From an optimization exercise on the open Yosys and OpenROAD flow, aimed at small area; shortcuts taken in it are not production practice. In this exercise RTL edits were held to simulation tests only and were not proved equivalent to the original. The clock cells of runs 2 and 3 come from the design's own scripts or RTL, not from TritonCTS. The clock port is modelled as an ideal driver, which makes a skipped or thinned clock tree look cheaper than it is; a real chip needs a root buffer or a tree. Power and IR drop assume default switching activity.

$ cat design/flow/flow/run.sh
#!/bin/bash
# Layout flow: the standard ORFS flow, with
#  - synthesis: ORFS's own script (same register names), but without the
#    half/full-adder extraction and with an area-oriented ABC script
#  - port buffers of the smallest buffer cell
#  - a clock tree without dummy loads
# Each tool's full output goes to a log file in the work folder.
set -euo pipefail
W=$(pwd)
F=$W/flow
# synthesis script: the reference script, with abc calls redirected to flow/area.abc
{
  echo 'proc synth {args} { yosys synth -nofsm -noshare {*}$args }'
  cat "$F/abc_wrap.tcl"
  sed -n '2,$p' "$W/synth_recipe.tcl"
} > "$W/own_synth.tcl"
export OWN_ABC_SCRIPT="$F/area.abc"
bash "$W/standard.sh" SYNTH_SCRIPT="$W/own_synth.tcl" ADDER_MAP_FILE= \
  "BUFFER_PORTS_ARGS=-buffer_cell sky130_fd_sc_hd__buf_1" \
  "CTS_ARGS=-sink_clustering_enable -repair_clock_nets -dont_use_dummy_load -buf_list {sky130_fd_sc_hd__clkbuf_4} -root_buf sky130_fd_sc_hd__clkbuf_4" \
  finish > "$W/own_flow_make.log" 2>&1
$ cat design/flow/flow/abc_wrap.tcl
# Route ORFS's abc call through an area-oriented script: keep the liberty and
# dont_use arguments, drop the speed constraints.
proc abc {args} {
  set keep {}
  for {set i 0} {$i < [llength $args]} {incr i} {
    set a [lindex $args $i]
    if {$a eq "-liberty" || $a eq "-dont_use"} {
      lappend keep $a [lindex $args [expr {$i + 1}]]
      incr i
    } elseif {$a eq "-script" || $a eq "-constr" || $a eq "-D"} {
      incr i
    } else {
      lappend keep $a
    }
  }
  yosys abc -script $::env(OWN_ABC_SCRIPT) {*}$keep
}
$ cat design/flow/flow/area.abc
strash
&get -n
&deepsyn -T 60
&put
dch -f
amap
strash
&get -n
&deepsyn -T 60
&put
dch -f
amap
$ cat design/flow/standard.sh
#!/bin/bash
# synth_recipe.tcl (not shown) runs the flow's synth.tcl, then flattens the netlist and writes it again
# the make line also repeats each setting of config.mk as NAME=value (left out here)
make -C /OpenROAD-flow-scripts/flow DESIGN_CONFIG=/design/flow/config.mk WORK_HOME=/design/flow/orfs CLKGATE_MAP_FILE= SYNTH_SCRIPT=/design/flow/synth_recipe.tcl "${@:-finish}"
$ cat design/flow/config.mk
export PLATFORM = sky130hd
export DESIGN_NAME = metro
export DESIGN_NICKNAME = metro
export VERILOG_FILES = /design/flow/design.v
export SDC_FILE = /design/flow/constraint.sdc
export NUM_CORES = 4
export LEC_CHECK = 0
export ABC_AREA = 1
export CAP_MARGIN = 20
export CORE_MARGIN = 2
export CORE_UTILIZATION = 45
export SLEW_MARGIN = 20
$ cat design/flow/constraint.sdc
create_clock -name core_clock -period 10.0 [get_ports {clk}]
set_input_delay 2.0000 -clock core_clock [delete_from_list [all_inputs] [get_ports {clk}]]
set_output_delay 2.0000 -clock core_clock [all_outputs]
set_load 0.01 [all_outputs]
$ cat design/flow/design.v
`timescale 1ns / 1ps
module metro(
input clk,
input rst,
input sw1,
input sw2,
input sw3,
input sw4,
input sw5,
input sw6,
input swyon1,
input swyon2,
output AB1,
output AB2,
output AB3,
output AB4,
output AB5,
output AB6,
output CD1,
output CD2,
output CD3,
output CD4,
output CD5,
output CD6,
output CD7,
output CD8,
output CD9,
output CD10,
output [6:0] seg,
output [3:0] an
    );
reg [4:0] q;
reg [6:0] h;
wire tick2 = q[4] & ~q[3];
wire tick1 = ~q[4] & q[3] & (h == 7'd50);
always @(posedge clk) begin
    if (rst) begin
        q <= 5'b01111;
        h <= 7'd0;
    end else begin
        q <= {q[3:0], ~q[4]};
        if (tick2) h <= (h[6] & h[5] & h[1] & h[0]) ? 7'd0 : h + 7'd1;
    end
end
wire [1:0] count = h[1:0];
reg [1:0] sc;
reg [2:0] s3;
wire init = s3[2] & s3[0];
always @(posedge clk) begin
    if (rst) begin
        sc <= 2'd0;
        s3 <= 3'd5;
    end else if (tick1) begin
        sc <= sc + 2'd1;
        s3 <= s3[2] ? {2'b00, s3[0]} : s3 + 3'd1;
    end
end
wire step = tick1 & s3[2] & ~s3[0];
reg [1:0] ph;
reg [2:0] sg;
reg [2:0] wt;       
reg yonel;
wire none = ~ph[1] & ph[0];
wire at = ~ph[1] & ~ph[0];
wire anysw = swyon1 | swyon2;
wire [5:0] r = {sw6, sw5 & anysw, sw4 & anysw, sw3 & anysw, sw2 & anysw, sw1};
wire [5:0] sgd = {sg[2] & ~sg[1], sg[1] & ~sg[0], sg[2] & sg[0],
                  ~sg[2] & sg[1], ~sg[1] & sg[0], ~sg[2] & ~sg[0]};
wire [5:0] ab = ({6{at}} & sgd) | ({6{none}} & r);
assign {AB6, AB5, AB4, AB3, AB2, AB1} = ab;
assign {CD9, CD7, CD5, CD3, CD1} = {5{ph[1] & ~ph[0]}} & sgd[4:0];
assign {CD10, CD8, CD6, CD4, CD2} = {5{ph[1] & ph[0]}} & sgd[4:0];
wire anyab = at | (none & (|r));
reg [2:0] sel;
always @(*) begin
    if (at) sel = sg;
    else if (r[0]) sel = 3'b000;
    else if (r[1]) sel = 3'b001;
    else if (r[2]) sel = 3'b011;
    else if (r[3]) sel = 3'b111;
    else if (r[4]) sel = 3'b110;
    else sel = 3'b100;
end
wire sel1 = ~sel[2] & ~sel[0];    
wire sel6 = sel[2] & ~sel[1];     
wire yon = yonel & (sw6 | (~swyon1 & ~sw1));
wire wdone = wt[2] & ~wt[1];
always @(posedge clk) begin
    if (rst) begin
        ph <= 2'b01;
        sg <= 3'b000;
        wt <= 3'b000;
        yonel <= 1'b1;
    end else if (step) begin
        if (~ph[1]) begin
            if (anyab) begin
                if (wdone) begin
                    wt <= 3'b000;
                    if (sel1) yonel <= 1'b0;
                    if (sel6) yonel <= 1'b1;
                    if (sel1 | (~yon & ~sel6)) begin
                        ph <= 2'b10; sg <= sel;                         
                    end else begin
                        ph <= 2'b11; sg <= {~sel[0], sel[2], sel[1]};   
                    end
                end else
                    wt <= {wt[1], wt[0], ~wt[2]};
            end
        end else if (~ph[0]) begin
            ph <= yon ? 2'b00 : 2'b11;
        end else begin
            if (yon) ph <= 2'b10;
            else begin ph <= 2'b00; sg <= {sg[1], sg[0], ~sg[2]}; end
        end
    end
end
reg [2:0] pend;
reg [2:0] st;
reg [1:0] rr;
always @(posedge clk) begin
    if (rst) begin
        pend <= 3'b010;
        st <= 3'b010;
        rr <= 2'd0;
    end else begin
        if (tick1) pend <= (init | ~anyab) ? 3'b010 : sel;
        if (tick2 & (pend != 3'b010)) begin
            st <= pend;
            rr <= sc;
        end
    end
end
segmento HH(.st(st), .rr(rr), .c(count), .disp(seg));
reg anf;
always @(posedge clk) begin
    if (rst) anf <= 1'b0;
    else if (tick2) anf <= anyab;
end
assign an = anf ? ~(4'b0001 << count) : 4'b1111;
endmodule
`timescale 1ns / 1ps
module segmento(
input [2:0] st,
input [1:0] rr,
input [1:0] c,
output reg [6:0] disp
    );
always @(*) begin
case ({st, rr, c})
7'd0: disp = 7'b0000111;
7'd1: disp = 7'b0111111;
7'd2: disp = 7'b0101011;
7'd3: disp = 7'b0101011;
7'd4: disp = 7'b0101011;
7'd5: disp = 7'b0000111;
7'd6: disp = 7'b0111111;
7'd7: disp = 7'b0101011;
7'd8: disp = 7'b0101011;
7'd9: disp = 7'b0101011;
7'd10: disp = 7'b0000111;
7'd11: disp = 7'b0111111;
7'd12: disp = 7'b0111111;
7'd13: disp = 7'b0101011;
7'd14: disp = 7'b0101011;
7'd15: disp = 7'b0000111;
7'd16: disp = 7'b0001101;
7'd17: disp = 7'b0111111;
7'd18: disp = 7'b0000011;
7'd19: disp = 7'b0100001;
7'd20: disp = 7'b0100001;
7'd21: disp = 7'b0001101;
7'd22: disp = 7'b0111111;
7'd23: disp = 7'b0000011;
7'd24: disp = 7'b0000011;
7'd25: disp = 7'b0100001;
7'd26: disp = 7'b0001101;
7'd27: disp = 7'b0111111;
7'd28: disp = 7'b0111111;
7'd29: disp = 7'b0000011;
7'd30: disp = 7'b0100001;
7'd31: disp = 7'b0001101;
7'd32: disp = 7'b0111111;
7'd33: disp = 7'b0111111;
7'd34: disp = 7'b0111111;
7'd35: disp = 7'b0111111;
7'd36: disp = 7'b0111111;
7'd37: disp = 7'b0111111;
7'd38: disp = 7'b0111111;
7'd39: disp = 7'b0111111;
7'd40: disp = 7'b0111111;
7'd41: disp = 7'b0111111;
7'd42: disp = 7'b0111111;
7'd43: disp = 7'b0111111;
7'd44: disp = 7'b0111111;
7'd45: disp = 7'b0111111;
7'd46: disp = 7'b0111111;
7'd47: disp = 7'b0111111;
7'd48: disp = 7'b0010000;
7'd49: disp = 7'b0111111;
7'd50: disp = 7'b1100001;
7'd51: disp = 7'b0001100;
7'd52: disp = 7'b0001100;
7'd53: disp = 7'b0010000;
7'd54: disp = 7'b0111111;
7'd55: disp = 7'b1100001;
7'd56: disp = 7'b1100001;
7'd57: disp = 7'b0001100;
7'd58: disp = 7'b0010000;
7'd59: disp = 7'b0111111;
7'd60: disp = 7'b0111111;
7'd61: disp = 7'b1100001;
7'd62: disp = 7'b0001100;
7'd63: disp = 7'b0010000;
7'd64: disp = 7'b0001000;
7'd65: disp = 7'b0111111;
7'd66: disp = 7'b0111111;
7'd67: disp = 7'b0000011;
7'd68: disp = 7'b0000011;
7'd69: disp = 7'b0001000;
7'd70: disp = 7'b0111111;
7'd71: disp = 7'b0111111;
7'd72: disp = 7'b0111111;
7'd73: disp = 7'b0000011;
7'd74: disp = 7'b0001000;
7'd75: disp = 7'b0111111;
7'd76: disp = 7'b0111111;
7'd77: disp = 7'b0111111;
7'd78: disp = 7'b0000011;
7'd79: disp = 7'b0001000;
7'd80: disp = 7'b0111111;
7'd81: disp = 7'b0111111;
7'd82: disp = 7'b0111111;
7'd83: disp = 7'b0111111;
7'd84: disp = 7'b0111111;
7'd85: disp = 7'b0111111;
7'd86: disp = 7'b0111111;
7'd87: disp = 7'b0111111;
7'd88: disp = 7'b0111111;
7'd89: disp = 7'b0111111;
7'd90: disp = 7'b0111111;
7'd91: disp = 7'b0111111;
7'd92: disp = 7'b0111111;
7'd93: disp = 7'b0111111;
7'd94: disp = 7'b0111111;
7'd95: disp = 7'b0111111;
7'd96: disp = 7'b0001011;
7'd97: disp = 7'b0000011;
7'd98: disp = 7'b0000110;
7'd99: disp = 7'b1000110;
7'd100: disp = 7'b1000110;
7'd101: disp = 7'b0001011;
7'd102: disp = 7'b0000011;
7'd103: disp = 7'b0000110;
7'd104: disp = 7'b0000110;
7'd105: disp = 7'b1000110;
7'd106: disp = 7'b0001011;
7'd107: disp = 7'b0000011;
7'd108: disp = 7'b0000011;
7'd109: disp = 7'b0000110;
7'd110: disp = 7'b1000110;
7'd111: disp = 7'b0001011;
7'd112: disp = 7'b0010010;
7'd113: disp = 7'b0111111;
7'd114: disp = 7'b0111111;
7'd115: disp = 7'b0010010;
7'd116: disp = 7'b0010010;
7'd117: disp = 7'b0010010;
7'd118: disp = 7'b0111111;
7'd119: disp = 7'b0111111;
7'd120: disp = 7'b0111111;
7'd121: disp = 7'b0010010;
7'd122: disp = 7'b0010010;
7'd123: disp = 7'b0111111;
7'd124: disp = 7'b0111111;
7'd125: disp = 7'b0111111;
7'd126: disp = 7'b0010010;
7'd127: disp = 7'b0010010;
default: disp = 7'b0000000;
endcase
end
endmodule
==> results of run 1 <==
[kinds of logic (layout without fill, tap and decap cells)]
family / after synthesis / count (layout) / share of synthesized area, %
buf+inv: 40 / 81 / 8.60
simple gates: 113 / 113 / 27.7
flops: 35 / 35 / 40.1
compound gates: 62 / 62 / 23.6
[through the flow]
stage | hold slack, ps | utilization (%) | setup slack, ps | cell area, µm²
floorplan | 367 | - | 5360 | 1750
global placement | 388 | 52.6 | 5130 | 1940
detailed placement | 384 | 52.6 | 5090 | 1940
CTS | 412 | 53.6 | 5090 | 1980
global route | 433 | 53.6 | 4860 | 1980
finish | 409 | 53.6 | 5080 | 1980
[power by group]
group	switching (mW)	internal (mW)	total, mW
logic	0.0105	0.00541	0.0159
registers	0.000440	0.140	0.141
clock network	0.0423	0.0235	0.0658
[layer usage]
layer	part of all wire, %	global-route usage (%)	wire (µm)
met5	0	0	0
met4	1.3	5.36	49
met3	6.7	6.47	262
met2	44	32.6	1710
met1	48	24.5	1880
[synthesized netlist by cell type, types with 3 or more instances]
cell,n,area share [%]
a211oi_1,5,2.2
or2_0,5,1.8
a21oi_1,9,2.6
nand2_1,20,4.3
o22ai_1,13,4.7
nor2_1,62,13
o21ai_0,12,3.4
a31oi_1,4,1.4
dfxtp_1,35,40
nor3_1,11,3.2
clkinv_1,40,8.6
nand3_1,6,1.7
o32ai_1,3,1.5
[state kept, by name, indices dropped and copies added (netlist names), 3 cells and up]
register  count
h             7
pend          3
q             5
s3            3
sg            3
st            3
wt            3
[path summary, 6_finish.rpt]
check,startpoint,end,slack (ps),depth (start not counted)
worst max-delay path,swyon1,AB2,5080,5
worst min-delay path,q[4]$_SDFF_PP0_,q[0]$_SDFF_PP1_,410,1
worst min register to register,q[4]$_SDFF_PP0_,q[0]$_SDFF_PP1_,410,1
worst max register to register,ph[0]$_SDFFE_PP1P_,sg[2]$_SDFFE_PP0P_,6910,15
[placed cells by master, fill, tap and decap left out, types with 2 or more instances in the layout]
master / n
o22ai_1: 13
clkbuf_4: 5
nand2_1: 20
a31o_1: 2
o21ai_0: 12
buf_1: 36
o22a_1: 2
dfxtp_1: 35
o21a_1: 2
or3_1: 2
clkinv_1: 40
nor2b_1: 2
or2_0: 5
a31oi_1: 4
a211oi_1: 5
nor2_1: 62
a21oi_1: 9
nor3_1: 11
o211ai_1: 2
nand3_1: 6
o32ai_1: 3
[area by class of cell]
class	count	area (µm²)	share of cell area, %
Clock buffer	5	37.5	1.90
Tap cell	48	60.1	3.04
Inverter	40	150	7.59
Timing Repair Buffer	36	135	6.83
Sequential cell	35	701	35.4
Multi-Input combinational cell	175	895	45.2
==> results.sh, run 1 <==
export IMPL_status="timing/DRC/antenna clean"
export IMPL_nets=303
export IMPL_cap_violations=0
export IMPL_clock_sinks=35
export IMPL_pin_count=37
export IMPL_netlist_instances=250
export IMPL_ys_seq_elements=35
export IMPL_hold_class="flip-flop to flip-flop"
export IMPL_die_area_um2=4390
export IMPL_ys_warn_count=2
export IMPL_fmaxAchievable_mhz=203
export IMPL_cts_resized_gates=0
export IMPL_synth_edff_count=0
export IMPL_fin_crit_ps=4920
export IMPL_place_hpwl_mm=3.05
export IMPL_initial_core_util_pct=47.3
export IMPL_ys_seq_area_share_pct=40.1
export IMPL_vias_per_cell=5.26
export IMPL_gp_congestion=0.785
export IMPL_cts_setup_buffers=0
export IMPL_critPathCaptureType="output pin"
export IMPL_cts_tree="done"
export IMPL_total_leakage_power_nw=0.639
export IMPL_fillers=402
export IMPL_path_clk_slew_ps=90
export IMPL_tightestPinTransition_ps=515
export IMPL_grt_pass1_wl_mm=6.69
export IMPL_wl_per_cell_um=11.5
export IMPL_io_buffers=36
export IMPL_skew_ps=24.2
export IMPL_die_w_um=66.3
export IMPL_setup_tns_final_ps=0
export IMPL_die_h_um=66.3
export IMPL_grt_overflow=0
export IMPL_fin_crit_sh_pct=49.2
export IMPL_critPathMostFrequentCell="buf_1"
export IMPL_via_count=1783
export IMPL_cts_buffers=5
export IMPL_layout_drive_gt1_share_pct=1.72
export IMPL_vdd_ir_drop_max_v=0.0000967
export IMPL_grtUsageTotal_pct=19.7
export IMPL_crit_chain="buf_1, nor2_1, or3_1, o22ai_1, buf_1"
export IMPL_drt_iter0_drc=100
export IMPL_synthToLayoutAreaGrowth_pct=13.3
export IMPL_antenna_found_initial=0
export IMPL_synthDistinctLibCells=32
export IMPL_max_stage_delay_ps=410
export IMPL_crit_path_max_fanout=4
export IMPL_netlist_area_um2=1750
export IMPL_drc=0
export IMPL_avgSynthCellArea_um2=6.98
export IMPL_async_flop_share_pct=0
export IMPL_p_per_area_nw_per_um2=112
export IMPL_routed_wl_mm=3.90
export IMPL_rows=22
export IMPL_maxSlewViolCount=0
export IMPL_cts_root_buf="clkbuf_4"
export IMPL_clkLatencyLatePin_ps=340
export IMPL_antenna_cells=0
export IMPL_final_cells=339
export IMPL_ys_flop_type="dfxtp_1"
export IMPL_core_area_um2=3690
export IMPL_crit_type="input pin to output pin"
export IMPL_antenna_left=0
export IMPL_syn_nets=260
export IMPL_cts_max_level=2
export IMPL_rsz0062_at_grt="false"
export IMPL_grt_max_degree=15
export IMPL_finalPower_mw=0.222
export IMPL_crit_required_ps=8000
export IMPL_cts_max_path_buffers=2
export IMPL_dp_cells=334
export IMPL_critPathTopFamily="simple AND/OR/NAND/NOR gates"
export IMPL_grt_pass1_vias=1563
export IMPL_slew_headroom_pct=65.7
export IMPL_cp_num_buf_inv=2
export IMPL_slowest_stage="or3_1"
export IMPL_dr_pass1_iters=4
export IMPL_holdBufCountCts=0
export IMPL_setup_viol=0
export IMPL_crit_arrival_ps=2920
export IMPL_startpoint_type="input pin"
export IMPL_finalHoldViolCount=0
==> run 2, diff against run 1 <==
--- a/design/flow/flow/run.sh
+++ b/design/flow/flow/run.sh
@@ -3,7 +3,7 @@
 #  - synthesis: ORFS's own script (same register names), but without the
 #    half/full-adder extraction and with an area-oriented ABC script
 #  - port buffers of the smallest buffer cell
-#  - a clock tree without dummy loads
+#  - one clock buffer driving all registers instead of a buffer tree
 # Each tool's full output goes to a log file in the work folder.
 set -euo pipefail
 W=$(pwd)
@@ -18,4 +18,5 @@
 bash "$W/standard.sh" SYNTH_SCRIPT="$W/own_synth.tcl" ADDER_MAP_FILE= \
   "BUFFER_PORTS_ARGS=-buffer_cell sky130_fd_sc_hd__buf_1" \
   "CTS_ARGS=-sink_clustering_enable -repair_clock_nets -dont_use_dummy_load -buf_list {sky130_fd_sc_hd__clkbuf_4} -root_buf sky130_fd_sc_hd__clkbuf_4" \
+  "POST_CTS_TCL=$F/one_clock_buffer.tcl" \
   finish > "$W/own_flow_make.log" 2>&1
==> design/flow/flow/one_clock_buffer.tcl (new file) <==
# POST_CTS hook: drive every register clock pin from one clock buffer
# (sky130_fd_sc_hd__clkbuf_16) fed by the clock port, in place of the
# buffer tree that clock_tree_synthesis built for this small design.
set block [ord::get_db_block]
set master [[ord::get_db] findMaster sky130_fd_sc_hd__clkbuf_16]
set clk_net [[$block findBTerm clk] getNet]
set old_insts {}
set old_nets {}
foreach inst [$block getInsts] {
  if {[string match "clkbuf_*" [$inst getName]] &&
      [string match "sky130_fd_sc_hd__clkbuf_*" [[$inst getMaster] getName]]} {
    lappend old_insts $inst
    set on [[$inst findITerm X] getNet]
    if {$on ne "NULL"} { lappend old_nets $on }
  }
}
set sinks {}
foreach net [concat [list $clk_net] $old_nets] {
  foreach it [$net getITerms] {
    if {[lsearch -exact $old_insts [$it getInst]] < 0} { lappend sinks $it }
  }
}
puts "one_clock_buffer: [llength $old_insts] tree buffers, [llength $sinks] clock sinks"
set new_net [odb::dbNet_create $block clknet_one]
$new_net setSigType CLOCK
set buf [odb::dbInst_create $block $master clkbuf_one]
set sx 0
set sy 0
foreach it $sinks {
  set inst [$it getInst]
  set loc [$inst getLocation]
  set sx [expr {$sx + [lindex $loc 0]}]
  set sy [expr {$sy + [lindex $loc 1]}]
  $it disconnect
  $it connect $new_net
}
foreach inst $old_insts { odb::dbInst_destroy $inst }
foreach net $old_nets { odb::dbNet_destroy $net }
[$buf findITerm A] connect $clk_net
[$buf findITerm X] connect $new_net
set n [llength $sinks]
$buf setLocation [expr {$sx / $n}] [expr {$sy / $n}]
$buf setPlacementStatus PLACED
detailed_placement
check_placement -verbose
estimate_parasitics -placement
report_check_types -max_slew -max_capacitance -violators
==> run 2 against run 1 <==
Net effect: first-iteration DRC count fell by 18%; total power decreased by 6.6%; via count decreased by 1.5%; core utilization down 0.34 points; die area unchanged; hold slack improved by 8.6 ps; sequential power hardly changed; still clean on timing, DRC and antenna; global-route usage decreased by 1.5 points; setup slack worse by 2.5 ps; largest power group unchanged; cell area decreased by 0.63%.
==> results.sh, run 2 <==
export IMPL_status="timing/DRC/antenna clean"
export IMPL_final_cells=335
export IMPL_cap_violations=0
export IMPL_ff2ff_path_depth=15
export IMPL_regToRegStartpoint="ph[0]$_SDFFE_PP1P_"
export IMPL_yosys_top_cells_area="dfxtp_1 (40%), nor2_1 (13%), clkinv_1 (8.6%)"
export IMPL_yosysTopAreaCellShare_pct=40.1
export IMPL_seq_area_um2=701
export IMPL_slew_headroom_pct=66.3
export IMPL_final_util_pct=53.3
export IMPL_hold_class="flip-flop to flip-flop"
export IMPL_synthToLayoutAreaGrowth_pct=12.6
export IMPL_startpoint_type="input pin"
export IMPL_total_leakage_power_nw=0.629
export IMPL_io_buffers=36
export IMPL_skew_ps=3.39
export IMPL_fillers=398
export IMPL_rrSetupSlack_ps=6920
export IMPL_dpl_instance_area_um2=1940
export IMPL_grt_pass1_vias=1513
export IMPL_die_h_um=66.3
export IMPL_wl_per_cell_um=11.3
export IMPL_die_area_um2=4390
export IMPL_multi_input_area_um2=895
export IMPL_ys_flop_type="dfxtp_1"
export IMPL_grtUsageTotal_pct=18.2
export IMPL_pin_count=37
export IMPL_layout_common_cells="nor2_1 (62), clkinv_1 (40), buf_1 (36)"
export IMPL_fin_area_um2=1970
export IMPL_max_stage_delay_ps=410
export IMPL_fin_crit_sh_pct=49.2
export IMPL_synth_largest_area_cell="dfxtp_1"
export IMPL_r2r_end="sg[2]$_SDFFE_PP0P_"
export IMPL_grt_max_degree=36
export IMPL_antenna_found_initial=0
export IMPL_dp_cells=334
export IMPL_crit_arrival_ps=2920
export IMPL_syn_nets=260
export IMPL_critPathCaptureType="output pin"
export IMPL_rsz0062_at_grt="false"
export IMPL_clkLatencyLatePin_ps=170
export IMPL_slowest_stage="or3_1"
export IMPL_largest_reg_flops=7
export IMPL_antenna_cells=0
export IMPL_ys_seq_area_share_pct=40.1
export IMPL_dr_pass1_iters=4
export IMPL_synth_edff_count=0
export IMPL_gp_congestion=0.785
export IMPL_routed_wl_mm=3.79
export IMPL_place_hpwl_mm=3.05
export IMPL_initial_core_util_pct=47.3
export IMPL_critPathMostFrequentCell="buf_1"
export IMPL_vdd_ir_drop_max_v=0.000122
export IMPL_nets=299
export IMPL_netlist_area_um2=1750
export IMPL_top_register="h"
export IMPL_synthDistinctLibCells=32
export IMPL_synth_most_common_cell="nor2_1"
export IMPL_async_flop_share_pct=0
export IMPL_drt_iter0_drc=82
export IMPL_crit_required_ps=8000
export IMPL_crit_type="input pin to output pin"
export IMPL_avgSynthCellArea_um2=6.98
export IMPL_hp_start="q[4]$_SDFF_PP0_"
export IMPL_antenna_left=0
export IMPL_drc=0
export IMPL_grt_overflow=0
export IMPL_min_to="q[0]$_SDFF_PP1_"
export IMPL_p_per_area_nw_per_um2=106
export IMPL_fin_crit_ps=4920
export IMPL_clock_sinks=35
export IMPL_vias_per_cell=5.24
export IMPL_crit_chain="buf_1, nor2_1, or3_1, o22ai_1, buf_1"
export IMPL_path_clk_slew_ps=120
export IMPL_netlist_instances=250
export IMPL_layout_drive_gt1_share_pct=0.348
export IMPL_fmaxAchievable_mhz=203
export IMPL_synth_common_cells="nor2_1 (62), clkinv_1 (40), dfxtp_1 (35)"
export IMPL_ys_warn_count=2
export IMPL_layout_commonest_cell="nor2_1"
export IMPL_grt_pass1_wl_mm=6.51
export IMPL_finalHoldViolCount=0
export IMPL_setup_tns_final_ps=0
export IMPL_die_w_um=66.3
export IMPL_maxSlewViolCount=0
export IMPL_tightestPinTransition_ps=506
export IMPL_rows=22
export IMPL_setup_viol=0
export IMPL_top_regs="h: 7 flops, q: 5 flops"
export IMPL_crit_path_max_fanout=4
export IMPL_core_area_um2=3690
export IMPL_via_count=1756
export IMPL_ys_seq_elements=35
export IMPL_hold_depth=1
## run 2: cell counts after synthesis
No cell type changed its count.
## run 2: power breakdown
part	leakage [nW]	switching [mW]	internal [mW]
clock	0.0123	0.0323	0.0187
combinational	0.333	0.0105	0.00541
sequential	0.283	0.000449	0.140
total	0.629	0.0433	0.164
## run 2: worst max-delay path by stage
stage / start / to / slack [ps] / cells past startpoint
floorplan: swyon2 / AB2 / 5360 / 3
global placement: swyon1 / AB2 / 5130 / 5
detailed placement: swyon1 / AB2 / 5090 / 5
global route: swyon1 / AB2 / 5030 / 5
finish: swyon1 / AB2 / 5080 / 5
## run 2: critical path, delay by kind of cell
family	cells	cell delay, ps
and+or+nand+nor	2	480
buffers and inverters	2	290
AOI/OAI and AO/OA	1	150
## run 2: cells by family (layout without fill, tap and decap cells)
family,after synthesis,in the layout,share of synthesized area (%)
AO/OA/AOI/OAI,62,62,23.6
buffers and inverters,40,77,8.60
flip-flops,35,35,40.1
AND/OR/NAND/NOR,113,113,27.7
## run 2: metal layers
layer | vias up | GRT usage [%] | part of all wire, %
met2 | 43 | 32.3 | 45
met3 | 2 | 1.36 | 5.2
li1 | 945 | - | -
met1 | 766 | 24.4 | 50
met4 | 0 | 3.06 | 0.66
met5 | - | 0 | 0
## run 2: final cells by class
| type | instances | share of cell area, % |
|---|---|---|
| Multi-Input combinational cell | 175 | 45.5 |
| Sequential cell | 35 | 35.6 |
| Inverter | 40 | 7.64 |
| Timing Repair Buffer | 36 | 6.87 |
| Tap cell | 48 | 3.06 |
| Buffer | 1 | 1.27 |
## run 2: metrics by stage
| stage | total power, mW | worst slack, ps | hold slack (ps) |
|---|---|---|---|
| after floorplan | 0.154 | 5360 | 367 |
| after global placement | 0.160 | 5130 | 388 |
| after detailed placement | 0.160 | 5090 | 384 |
| after global routing | 0.216 | 5030 | 439 |
| final | 0.208 | 5080 | 418 |
==> run 3, diff against run 2 <==
--- a/design/flow/design.v
+++ b/design/flow/design.v
@@ -29,37 +29,53 @@
 output [6:0] seg,
 output [3:0] an
     );
-reg [4:0] q;
-reg [6:0] h;
+localparam [4:0] P_Q = 5'b10100;
+reg [4:0] q_s;
+wire [4:0] q = q_s ^ P_Q;
+localparam [6:0] P_H = 7'b0000000;
+reg [6:0] h_s;
+wire [6:0] h = h_s ^ P_H;
 wire tick2 = q[4] & ~q[3];
 wire tick1 = ~q[4] & q[3] & (h == 7'd50);
 always @(posedge clk) begin
     if (rst) begin
-        q <= 5'b01111;
-        h <= 7'd0;
+        q_s <= (5'b01111) ^ P_Q;
+        h_s <= (7'd0) ^ P_H;
     end else begin
-        q <= {q[3:0], ~q[4]};
-        if (tick2) h <= (h[6] & h[5] & h[1] & h[0]) ? 7'd0 : h + 7'd1;
+        q_s <= ({q[3:0], ~q[4]}) ^ P_Q;
+        if (tick2) h_s <= ((h[6] & h[5] & h[1] & h[0]) ? 7'd0 : h + 7'd1) ^ P_H;
     end
 end
 wire [1:0] count = h[1:0];
-reg [1:0] sc;
-reg [2:0] s3;
+localparam [1:0] P_SC = 2'b00;
+reg [1:0] sc_s;
+wire [1:0] sc = sc_s ^ P_SC;
+localparam [2:0] P_S3 = 3'b000;
+reg [2:0] s3_s;
+wire [2:0] s3 = s3_s ^ P_S3;
 wire init = s3[2] & s3[0];
 always @(posedge clk) begin
     if (rst) begin
-        sc <= 2'd0;
-        s3 <= 3'd5;
+        sc_s <= (2'd0) ^ P_SC;
+        s3_s <= (3'd5) ^ P_S3;
     end else if (tick1) begin
-        sc <= sc + 2'd1;
-        s3 <= s3[2] ? {2'b00, s3[0]} : s3 + 3'd1;
+        sc_s <= (sc + 2'd1) ^ P_SC;
+        s3_s <= (s3[2] ? {2'b00, s3[0]} : s3 + 3'd1) ^ P_S3;
     end
 end
 wire step = tick1 & s3[2] & ~s3[0];
-reg [1:0] ph;
-reg [2:0] sg;
-reg [2:0] wt;       
-reg yonel;
+localparam [1:0] P_PH = 2'b00;
+reg [1:0] ph_s;
+wire [1:0] ph = ph_s ^ P_PH;
+localparam [2:0] P_SG = 3'b010;
+reg [2:0] sg_s;
+wire [2:0] sg = sg_s ^ P_SG;
+localparam [2:0] P_WT = 3'b000;
+reg [2:0] wt_s;
+wire [2:0] wt = wt_s ^ P_WT;       
+localparam P_YONEL = 1'b0;
+reg yonel_s;
+wire yonel = yonel_s ^ P_YONEL;
 wire none = ~ph[1] & ph[0];
 wire at = ~ph[1] & ~ph[0];
 wire anysw = swyon1 | swyon2;
@@ -87,54 +103,62 @@
 wire wdone = wt[2] & ~wt[1];
 always @(posedge clk) begin
     if (rst) begin
-        ph <= 2'b01;
-        sg <= 3'b000;
-        wt <= 3'b000;
-        yonel <= 1'b1;
+        ph_s <= (2'b01) ^ P_PH;
+        sg_s <= (3'b000) ^ P_SG;
+        wt_s <= (3'b000) ^ P_WT;
+        yonel_s <= (1'b1) ^ P_YONEL;
     end else if (step) begin
         if (~ph[1]) begin
             if (anyab) begin
                 if (wdone) begin
-                    wt <= 3'b000;
-                    if (sel1) yonel <= 1'b0;
-                    if (sel6) yonel <= 1'b1;
+                    wt_s <= (3'b000) ^ P_WT;
+                    if (sel1) yonel_s <= (1'b0) ^ P_YONEL;
+                    if (sel6) yonel_s <= (1'b1) ^ P_YONEL;
                     if (sel1 | (~yon & ~sel6)) begin
-                        ph <= 2'b10; sg <= sel;                         
+                        ph_s <= (2'b10) ^ P_PH; sg_s <= (sel) ^ P_SG;                         
                     end else begin
-                        ph <= 2'b11; sg <= {~sel[0], sel[2], sel[1]};   
+                        ph_s <= (2'b11) ^ P_PH; sg_s <= ({~sel[0], sel[2], sel[1]}) ^ P_SG;   
                     end
                 end else
-                    wt <= {wt[1], wt[0], ~wt[2]};
+                    wt_s <= ({wt[1], wt[0], ~wt[2]}) ^ P_WT;
             end
         end else if (~ph[0]) begin
-            ph <= yon ? 2'b00 : 2'b11;
+            ph_s <= (yon ? 2'b00 : 2'b11) ^ P_PH;
         end else begin
-            if (yon) ph <= 2'b10;
-            else begin ph <= 2'b00; sg <= {sg[1], sg[0], ~sg[2]}; end
+            if (yon) ph_s <= (2'b10) ^ P_PH;
+            else begin ph_s <= (2'b00) ^ P_PH; sg_s <= ({sg[1], sg[0], ~sg[2]}) ^ P_SG; end
         end
     end
 end
-reg [2:0] pend;
-reg [2:0] st;
-reg [1:0] rr;
+localparam [2:0] P_PEND = 3'b000;
+reg [2:0] pend_s;
+wire [2:0] pend = pend_s ^ P_PEND;
+localparam [2:0] P_ST = 3'b000;
+reg [2:0] st_s;
+wire [2:0] st = st_s ^ P_ST;
+localparam [1:0] P_RR = 2'b00;
+reg [1:0] rr_s;
+wire [1:0] rr = rr_s ^ P_RR;
 always @(posedge clk) begin
     if (rst) begin
-        pend <= 3'b010;
-        st <= 3'b010;
-        rr <= 2'd0;
+        pend_s <= (3'b010) ^ P_PEND;
+        st_s <= (3'b010) ^ P_ST;
+        rr_s <= (2'd0) ^ P_RR;
     end else begin
-        if (tick1) pend <= (init | ~anyab) ? 3'b010 : sel;
+        if (tick1) pend_s <= ((init | ~anyab) ? 3'b010 : sel) ^ P_PEND;
         if (tick2 & (pend != 3'b010)) begin
-            st <= pend;
-            rr <= sc;
+            st_s <= (pend) ^ P_ST;
+            rr_s <= (sc) ^ P_RR;
         end
     end
 end
 segmento HH(.st(st), .rr(rr), .c(count), .disp(seg));
-reg anf;
-always @(posedge clk) begin
-    if (rst) anf <= 1'b0;
-    else if (tick2) anf <= anyab;
+localparam P_ANF = 1'b0;
+reg anf_s;
+wire anf = anf_s ^ P_ANF;
+always @(posedge clk) begin
+    if (rst) anf_s <= (1'b0) ^ P_ANF;
+    else if (tick2) anf_s <= (anyab) ^ P_ANF;
 end
 assign an = anf ? ~(4'b0001 << count) : 4'b1111;
 endmodule
==> run 3 against run 2 <==
Net effect: sequential power is essentially flat; via count rose by 0.11%; clock skew rose by 5.9 ps; first-iteration DRC count unchanged; sequential cell count unchanged; total power increased by 0.30%; die area shrank 0.14%; largest cell class unchanged; largest power group unchanged.
==> results.sh, run 3 <==
export IMPL_status="timing/DRC/antenna clean"
export IMPL_gp_congestion=0.805
export IMPL_rows=22
export IMPL_wl_per_cell_um=11.2
export IMPL_critPathCaptureType="output pin"
export IMPL_min_to="q_s[3]$_SDFF_PP1_"
export IMPL_ys_seq_area_share_pct=40.2
export IMPL_synth_xor_area_share_pct=0
export IMPL_crit_required_ps=8000
export IMPL_fin_crit_ps=5160
export IMPL_dr_pass1_iters=4
export IMPL_ff2ff_path_depth=15
export IMPL_synth_top_family_by_area="simple AND/OR/NAND/NOR gates"
export IMPL_routed_wl_mm=3.77
export IMPL_fin_area_um2=1960
export IMPL_fin_crit_sh_pct=51.6
export IMPL_antenna_cells=0
export IMPL_grt_pass1_wl_mm=6.59
export IMPL_final_util_pct=53.2
export IMPL_rrSetupSlack_ps=6840
export IMPL_die_h_um=66.2
export IMPL_drt_iter0_drc=82
export IMPL_synth_common_cells="nor2_1 (56), dfxtp_1 (35), clkinv_1 (34)"
export IMPL_avgSynthCellArea_um2=6.97
export IMPL_synth_most_common_cell="nor2_1"
export IMPL_synth_edff_count=0
export IMPL_drc=0
export IMPL_layout_drive_gt1_share_pct=0.348
export IMPL_crit_type="flip-flop to output pin"
export IMPL_synth_largest_area_cell="dfxtp_1"
export IMPL_top_regs="h_s: 7 flops, q_s: 5 flops"
export IMPL_rsz0062_at_grt="false"
export IMPL_async_flop_share_pct=0
export IMPL_slew_headroom_pct=58.7
export IMPL_total_leakage_power_nw=0.654
export IMPL_synthMuxAreaShare_pct=0
export IMPL_hold_class="flip-flop to flip-flop"
export IMPL_yosysTopAreaCellShare_pct=40.2
export IMPL_largest_reg_flops=7
export IMPL_yosys_top_cells_area="dfxtp_1 (40%), nor2_1 (12%), clkinv_1 (7.3%)"
export IMPL_layout_common_cells="nor2_1 (56), buf_1 (36), dfxtp_1 (35)"
export IMPL_clock_sinks=35
export IMPL_ys_flop_type="dfxtp_1"
export IMPL_die_area_um2=4390
export IMPL_crit_arrival_ps=3160
export IMPL_grt_max_degree=36
export IMPL_finalHoldViolCount=0
export IMPL_syn_nets=260
export IMPL_layout_commonest_cell="nor2_1"
export IMPL_synthDistinctLibCells=29
export IMPL_grt_overflow=0
export IMPL_via_count=1758
export IMPL_clkLatencyLatePin_ps=180
export IMPL_top_register="h_s"
export IMPL_synth_compound_area_share_pct=24.4
export IMPL_dpl_instance_area_um2=1940
export IMPL_p_per_area_nw_per_um2=106
export IMPL_tightestPinTransition_ps=619
export IMPL_path_clk_slew_ps=120
export IMPL_grtUsageTotal_pct=18.5
export IMPL_regToRegStartpoint="ph_s[0]$_SDFFE_PP1P_"
export IMPL_maxSlewViolCount=0
export IMPL_cap_violations=0
export IMPL_setup_tns_final_ps=0
export IMPL_die_w_um=66.2
export IMPL_ys_warn_count=2
export IMPL_hold_depth=1
export IMPL_yosys_area_share_simple_pct=28.1
export IMPL_vdd_ir_drop_max_v=0.000116
export IMPL_initial_core_util_pct=47.3
export IMPL_antenna_found_initial=0
export IMPL_setup_viol=0
export IMPL_ys_seq_elements=35
export IMPL_synthToLayoutAreaGrowth_pct=12.6
export IMPL_synth_fa_ha_area_share_pct=0
export IMPL_netlist_area_um2=1740
export IMPL_skew_ps=9.28
export IMPL_place_hpwl_mm=2.94
export IMPL_io_buffers=36
export IMPL_fmaxAchievable_mhz=194
export IMPL_pin_count=37
export IMPL_core_area_um2=3690
export IMPL_startpoint_type="flip-flop"
export IMPL_r2r_end="sg_s[1]$_SDFFE_PP1P_"
export IMPL_grt_pass1_vias=1531
export IMPL_crit_path_max_fanout=6
export IMPL_netlist_instances=250
export IMPL_nets=299
export IMPL_vias_per_cell=5.25
export IMPL_hp_start="q_s[2]$_SDFF_PP0_"
export IMPL_antenna_left=0
[run 3: changes by cell type after synthesis, moves of 2 or more]
cell	change
nand2_1	+7
clkinv_1	-6
nor2_1	-6
a21oi_1	+5
o21a_1	+3
nor2b_1	-2
nor4_1	+2
o221ai_1	+2
o32ai_1	-2
[run 3: worst max-delay path, cell delays in order, from the launching register on]
cell	delay, ps
dfxtp_1	400
clkinv_1	170
o21ai_0	350
nand2_1	90
o21ai_0	140
nor2_1	80
or3_1	320
or2_0	230
o21ai_0	120
nor4_1	110
o21a_1	210
nand2_1	60
nand2_1	60
a21oi_1	200
o22a_1	180
o21a_1	120
buf_1	140
[run 3: worst max-delay path by stage]
stage                        end  slack, ps           startpoint  depth (start not counted)
after detailed placement  seg[6]       5090  h_s[1]$_SDFFE_PP0P_                         16
after global routing      seg[6]       4450  h_s[1]$_SDFFE_PP0P_                         16
final                     seg[6]       4840  h_s[1]$_SDFFE_PP0P_                         16
after global placement       AB2       5150               swyon1                          5
after floorplan           seg[3]       5160  h_s[1]$_SDFFE_PP0P_                         14
[run 3: per-stage QoR]
stage          std cells  setup slack [ps]  hold WS (ps)  power [mW]
6_report             335              4840           376       0.208
2_1_floorplan        250              5160           343       0.155
3_3_place_gp         334              5150           347       0.160
5_1_grt              335              4450           387       0.218
3_5_place_dp         334              5090           348       0.160
[run 3: power breakdown]
| part | switching [mW] | internal (mW) | leakage, nW |
|---|---|---|---|
| Clock | 0.0324 | 0.0187 | 0.0123 |
| Sequential | 0.000474 | 0.140 | 0.283 |
| Combinational | 0.0108 | 0.00568 | 0.359 |
[run 3: layer usage]
layer	global-route usage [%]	wire, µm	vias up
met5	0	0	-
met4	3.83	24	0
met3	1.53	154	2
met2	31.3	1700	37
met1	25.7	1890	785
li1	-	-	934
[run 3: area by class of cell]
class                      count  area [µm²]
buffer                         1        25.0
fill                         381        1730
inverter                      34         128
multi-input combinational    181         915
sequential                    35         701
tap                           48        60.1
timing repair buffer          36         135
[run 3: cells by family after synthesis]
group,after synthesis
flops,35
simple gates,115
compound gates,66
buf+inv,34

what the ideal ports hide:
In the flow no input, the clock included, has a driving cell. The finished layouts below were timed again as built, in two steps.
Step 1: set_driving_cell puts a clkbuf_16 on clk and a buf_2 on each other input, an assumption about the parent block.
Step 2 moves the port delays by t, midway between the first and last clock arrival at a register: inputs arrive t later, outputs are due t later. That takes back most of the time a late clock gives input paths.
a / b / c = ideal / step 1 / step 2; a / b = the first two.
run	t (ns)	setup WS [ns]	worst hold slack (ns)	slew at the worst register clock pin (ns)	cell pins on the clock port's net
run 1	0.354	5.084 / 5.051 / 5.051	0.409 / 0.409 / 0.409	0.11 / 0.11	1
run 2	0.201	5.081 / 5.049 / 5.049	0.418 / 0.418 / 0.418	0.12 / 0.12	1
run 3	0.203	4.842 / 4.812 / 5.014	0.376 / 0.376 / 0.376	0.12 / 0.12	1
After both steps setup and hold are still met in every run listed. For run 1, which loses most, drivers alone change the setup slack by -0.033 ns; drivers and shift together by -0.033 ns.
